What follows belongs to an exercise in optimizing a design on an open flow for small area; a production flow would make more cautious choices.
The RTL was checked by simulation tests, not by an equivalence proof against the original design.
The clock port is modelled as an ideal driver; clocking choices that lean on that would not hold on a real chip.
Power and IR drop assume default switching activity.

==> flow/design.v (excerpt) <==
module VGA
(
	input clk,
	input reset,
	output reg [2:0] vgaRed,
	output reg [2:0] vgaGreen,
	output reg [1:0] vgaBlue,
	output hsync,
	output vsync,
	output MemOE,
	output MemWR,
	output RamCE,
	output RamLB,
	output RamUB,
	output [22:0] MemAdr,
	input  [15:0] MemDataIn,
	output reg [15:0] Digit
	);
Size in the first run: ~340 cells after synthesis, ~47 flip-flops, about 2400 um2 of cells after synthesis.
clock: 20.0 ns
lec_check: 0
abc_area: 1
cap_margin: 20
core_margin: 2
core_utilization: 40
slew_margin: 20
run.sh (not shown) runs the stock make flow with config.mk's settings and CLKGATE_MAP_FILE= SYNTH_SCRIPT=/design/flow/synth_recipe.tcl, a recipe that flattens the netlist after the stock synthesis.
The starting point finished with timing, DRC and antenna clean.
Rerun with:
ABC_AREA = not set   (was 1)
SYNTH_MEMORY_MAX_BITS = 8192   (was not set)
After rerunning: Setup slack degrades by 240 ps; wire length falls by about 10%; via count falls by about 16%; clock-buffer cell count rises by 1.

The RTL this note starts from:
==> flow/design.v <==
`timescale 1ns / 1ps
module VGA
(
	input clk,
	input reset,
	output reg [2:0] vgaRed,
	output reg [2:0] vgaGreen,
	output reg [1:0] vgaBlue,
	output hsync,
	output vsync,
	output MemOE,
	output MemWR,
	output RamCE,
	output RamLB,
	output RamUB,
	output [22:0] MemAdr,
	input  [15:0] MemDataIn,
	output reg [15:0] Digit
	);
	reg [10:0] d;
	reg [11:0] r;
	wire dwrap = d[10] & d[9] & d[5] & d[1] & d[0];                   
	wire rinc  = dwrap | ((&d[7:0]) & (d[8] | d[10]));                
	wire rlast = r[11] & ~r[10] & r[9] & r[5] & r[2] & r[1] & r[0];    
	always @(posedge clk) begin
		if (reset)
			d <= 11'd2;
		else if (dwrap)
			d <= 11'd0;
		else
			d <= d + 11'd1;
	end
	always @(posedge clk) begin
		if (reset || (dwrap && rlast))
			r <= 12'd4091;
		else
			r <= r + {11'd0, rinc};
	end
	wire vline = (r < 12'd2400);
	wire d_lt1280 = ~d[10] | ~(d[9] | d[8]);
	wire d_lt1284 = ~d[10] | (~d[9] & (~d[8] | ~(|d[7:2])));
	wire dig_ld = vline & d[1] & ~d[0] & d_lt1280;
	wire dig_new  = dig_ld & ~reset;
	wire dig_keep = ~dig_ld & ~reset;
	always @(posedge clk)
		Digit <= ({16{dig_new}} & MemDataIn) | ({16{dig_keep}} & Digit);
	wire vis = vline & (|d[10:2]) & d_lt1284;
	wire pix_hi   = ~reset & ~d[0] & vis & d[1];
	wire pix_lo   = ~reset & ~d[0] & vis & ~d[1];
	wire pix_keep = ~reset & d[0];
	always @(posedge clk)
		{vgaRed, vgaGreen, vgaBlue} <= ({8{pix_hi}} & Digit[15:8]) | ({8{pix_lo}} & Digit[7:0]) |
		                               ({8{pix_keep}} & {vgaRed, vgaGreen, vgaBlue});
	assign hsync = !((d >= 11'd1301) && (d <= 11'd1490));
	wire d_le2 = ~(|d[10:2]) & ~(d[1] & d[0]);
	wire r_2408 = (r[11:3] == 9'd301);                                 
	assign vsync = !(r_2408 & (r[2] | r[1]) &
	                 ~((r[2:0] == 3'b010) & d_le2) & ~((r[2:0] == 3'b111) & ~d_le2));
	assign MemAdr = {4'd0, r, d[8:2]};
	assign RamCE = 1'b0;
	assign MemOE = 1'b0;
	assign MemWR = 1'b1;
	assign RamLB = 1'b0;
	assign RamUB = 1'b0;
endmodule
Settings: LEC_CHECK=0, CAP_MARGIN=20, CORE_MARGIN=2, CORE_UTILIZATION=40, SLEW_MARGIN=20; clock period 20.0 ns.
standard.sh (not shown) runs the stock make flow with config.mk's settings and CLKGATE_MAP_FILE= SYNTH_SCRIPT=/design/flow/synth_recipe.tcl, a recipe that flattens the netlist after the stock synthesis.
==> flow/flow/run.sh <==
#!/bin/bash
# The standard layout (standard.sh) with four changes:
#  - synthesis maps the logic for area: an area-oriented abc script and no adder cells
#    (flow/synth.tcl, flow/area.abc);
#  - the port buffers that buffer_ports inserts are buf_1;
#  - the clock tree uses clkbuf_4 and no dummy loads; a buffer whose flip-flops would see a
#    clock slew near the limit becomes clkbuf_8 (flow/cts_fix.tcl, run after CTS).
#  - constant outputs share one tie cell per value (SKIP_REPAIR_TIE_FANOUT) instead of one
#    tie cell per port.
# make's output goes to flow.log; each ORFS step writes its own log under orfs/logs/.
set -euo pipefail
here=$(pwd)
export FLOW_ABC_SCRIPT=$here/flow/area.abc
bash standard.sh "SYNTH_SCRIPT=$here/flow/synth.tcl" \
  "BUFFER_PORTS_ARGS=-buffer_cell sky130_fd_sc_hd__buf_1" \
  "CTS_ARGS=-sink_clustering_enable -repair_clock_nets -buf_list sky130_fd_sc_hd__clkbuf_4 -root_buf sky130_fd_sc_hd__clkbuf_4 -dont_use_dummy_load" \
  "POST_CTS_TCL=$here/flow/cts_fix.tcl" \
  SKIP_REPAIR_TIE_FANOUT=1 \
  finish > flow.log 2>&1
==> flow/flow/cts_fix.tcl <==
estimate_parasitics -placement
set slow_drivers {}
foreach pin [get_pins -hierarchical */CLK] {
  set worst 0.0
  foreach edge {rise fall} {
    foreach analysis {min max} {
      set s [get_property $pin slew_${analysis}_$edge]
      if {[string is double -strict $s]} {
        set ps [expr {[sta::time_ui_sta $s] * 1e12}]
        if {$ps > $worst} { set worst $ps }
      }
    }
  }
  if {$worst > 120.0} {
    set net [get_nets -of_objects $pin]
    foreach drv [get_pins -of_objects $net -filter "direction == output"] {
      set inst [get_cells -of_objects $drv]
      set name [get_full_name $inst]
      if {[lsearch -exact $slow_drivers $name] < 0} { lappend slow_drivers $name }
    }
  }
}
foreach name $slow_drivers {
  set master [get_property [get_cells $name] ref_name]
  if {[string match sky130_fd_sc_hd__clkbuf_* $master] && $master ne "sky130_fd_sc_hd__clkbuf_8"} {
    puts "cts_fix: $name $master -> sky130_fd_sc_hd__clkbuf_8"
    replace_cell [get_cells $name] sky130_fd_sc_hd__clkbuf_8
  }
}
if {[llength $slow_drivers] > 0} {
  detailed_placement
  check_placement -verbose
  estimate_parasitics -placement
}
Other scripts of this flow, unchanged in this note and not shown: flow/flow/area.abc, flow/flow/synth.tcl
Next try:
==> flow/flow/run.sh (replaced) <==
#!/bin/bash
# The standard layout (standard.sh) with three changes:
#  - synthesis maps the logic for area: an area-oriented abc script and no adder cells
#    (flow/synth.tcl, flow/area.abc);
#  - the port buffers that buffer_ports inserts are buf_1;
#  - the clock tree uses small clock buffers and no dummy loads.
# make's output goes to flow.log; each ORFS step writes its own log under orfs/logs/.
set -euo pipefail
here=$(pwd)
export FLOW_ABC_SCRIPT=$here/flow/area.abc
bash standard.sh "SYNTH_SCRIPT=$here/flow/synth.tcl" \
  "BUFFER_PORTS_ARGS=-buffer_cell sky130_fd_sc_hd__buf_1" \
  "CTS_ARGS=-sink_clustering_enable -repair_clock_nets -buf_list sky130_fd_sc_hd__clkbuf_4 -root_buf sky130_fd_sc_hd__clkbuf_8 -dont_use_dummy_load" \
  SKIP_REPAIR_TIE_FANOUT=1 finish > flow.log 2>&1
Settings changed: CORE_UTILIZATION 40 to 70, PLACE_DENSITY from default to 0.9.
removed: flow/flow/cts_fix.tcl
The new run passed the timing, design-rule and antenna checks; utilization grows by 36 points; routed wire length is higher by about 8%; area after synthesis is unchanged; sequential share of layout area rose by 0.31 points; setup slack gains 0.078 ns.
Next try:
--- a/flow/flow/run.sh
+++ b/flow/flow/run.sh
@@ -2 +2 @@
-# The standard layout (standard.sh) with three changes:
+# The standard layout (standard.sh) with four changes:
@@ -6 +6,4 @@
-#  - the clock tree uses small clock buffers and no dummy loads.
+#  - the clock tree uses clkbuf_4 and no dummy loads; a buffer whose flip-flops would see a
+#    clock slew near the limit becomes clkbuf_8 (flow/cts_fix.tcl, run after CTS).
+#  - constant outputs share one tie cell per value (SKIP_REPAIR_TIE_FANOUT) instead of one
+#    tie cell per port.
@@ -13,2 +16,4 @@
-  "CTS_ARGS=-sink_clustering_enable -repair_clock_nets -buf_list sky130_fd_sc_hd__clkbuf_4 -root_buf sky130_fd_sc_hd__clkbuf_8 -dont_use_dummy_load" \
-  SKIP_REPAIR_TIE_FANOUT=1 finish > flow.log 2>&1
+  "CTS_ARGS=-sink_clustering_enable -repair_clock_nets -buf_list sky130_fd_sc_hd__clkbuf_4 -root_buf sky130_fd_sc_hd__clkbuf_4 -dont_use_dummy_load" \
+  "POST_CTS_TCL=$here/flow/cts_fix.tcl" \
+  SKIP_REPAIR_TIE_FANOUT=1 \
+  finish > flow.log 2>&1
==> flow/flow/cts_fix.tcl (new file) <==
estimate_parasitics -placement
set slow_drivers {}
foreach pin [get_pins -hierarchical */CLK] {
  set worst 0.0
  foreach edge {rise fall} {
    foreach analysis {min max} {
      set s [get_property $pin slew_${analysis}_$edge]
      if {[string is double -strict $s]} {
        set ps [expr {[sta::time_ui_sta $s] * 1e12}]
        if {$ps > $worst} { set worst $ps }
      }
    }
  }
  if {$worst > 120.0} {
    set net [get_nets -of_objects $pin]
    foreach drv [get_pins -of_objects $net -filter "direction == output"] {
      set inst [get_cells -of_objects $drv]
      set name [get_full_name $inst]
      if {[lsearch -exact $slow_drivers $name] < 0} { lappend slow_drivers $name }
    }
  }
}
foreach name $slow_drivers {
  set master [get_property [get_cells $name] ref_name]
  if {[string match sky130_fd_sc_hd__clkbuf_* $master] && $master ne "sky130_fd_sc_hd__clkbuf_8"} {
    puts "cts_fix: $name $master -> sky130_fd_sc_hd__clkbuf_8"
    replace_cell [get_cells $name] sky130_fd_sc_hd__clkbuf_8
  }
}
if {[llength $slow_drivers] > 0} {
  detailed_placement
  check_placement -verbose
  estimate_parasitics -placement
}
Effect: Fmax goes down by 1.3%. Synthesized area does not change. Via count is higher by 0.87%. Power came out lower by 4.8%. Wire length increases by 1.6%. Clock power goes down by 14%. Non-clock buffer count falls by 1. Combinational power goes down by about 2%. Count of clock-buffer cells in the layout stays the same. Worst hold slack hardly moves.

==> separate check: timing with driven ports <==
No port has a modelled driver above. Below, the same layouts with a new extraction and two added sets of constraints. Step 1 sets driving cells, clkbuf_16 on the clock port and buf_2 on the other inputs (assumed; they add their load-dependent delay and slew). Step 2 moves the port delays by t, midway between the first and last clock arrival at a register: inputs arrive t later, outputs are due t later. That takes back most of the time a late clock gives input paths. a / b / c = ideal / step 1 / step 2; a / b = the first two.
| run | t (ns) | setup slack, ns | hold WS [ns] | worst setup path after step 2 | latest minus earliest clock arrival (ns) |
|---|---|---|---|---|---|
| the first run of note 1 | 0.321 | 13.697 / 13.668 / 13.989 | 0.467 / 0.467 / 0.467 | register to output | 0.008 / 0.008 |
| the second run of note 1 | 0.314 | 13.461 / 13.432 / 13.746 | 0.480 / 0.480 / 0.480 | register to output | 0.006 / 0.005 |
| the first run of note 2 | 0.361 | 14.180 / 14.158 / 14.519 | 0.497 / 0.497 / 0.497 | register to output | 0.033 / 0.032 |
| the second run of note 2 | 0.314 | 14.258 / 14.234 / 14.459 | 0.489 / 0.489 / 0.489 | input to register | 0.018 / 0.018 |
| the third run of note 2 | 0.372 | 14.182 / 14.160 / 14.459 | 0.491 / 0.491 / 0.491 | input to register | 0.025 / 0.025 |
After both steps every run listed still meets setup and hold.
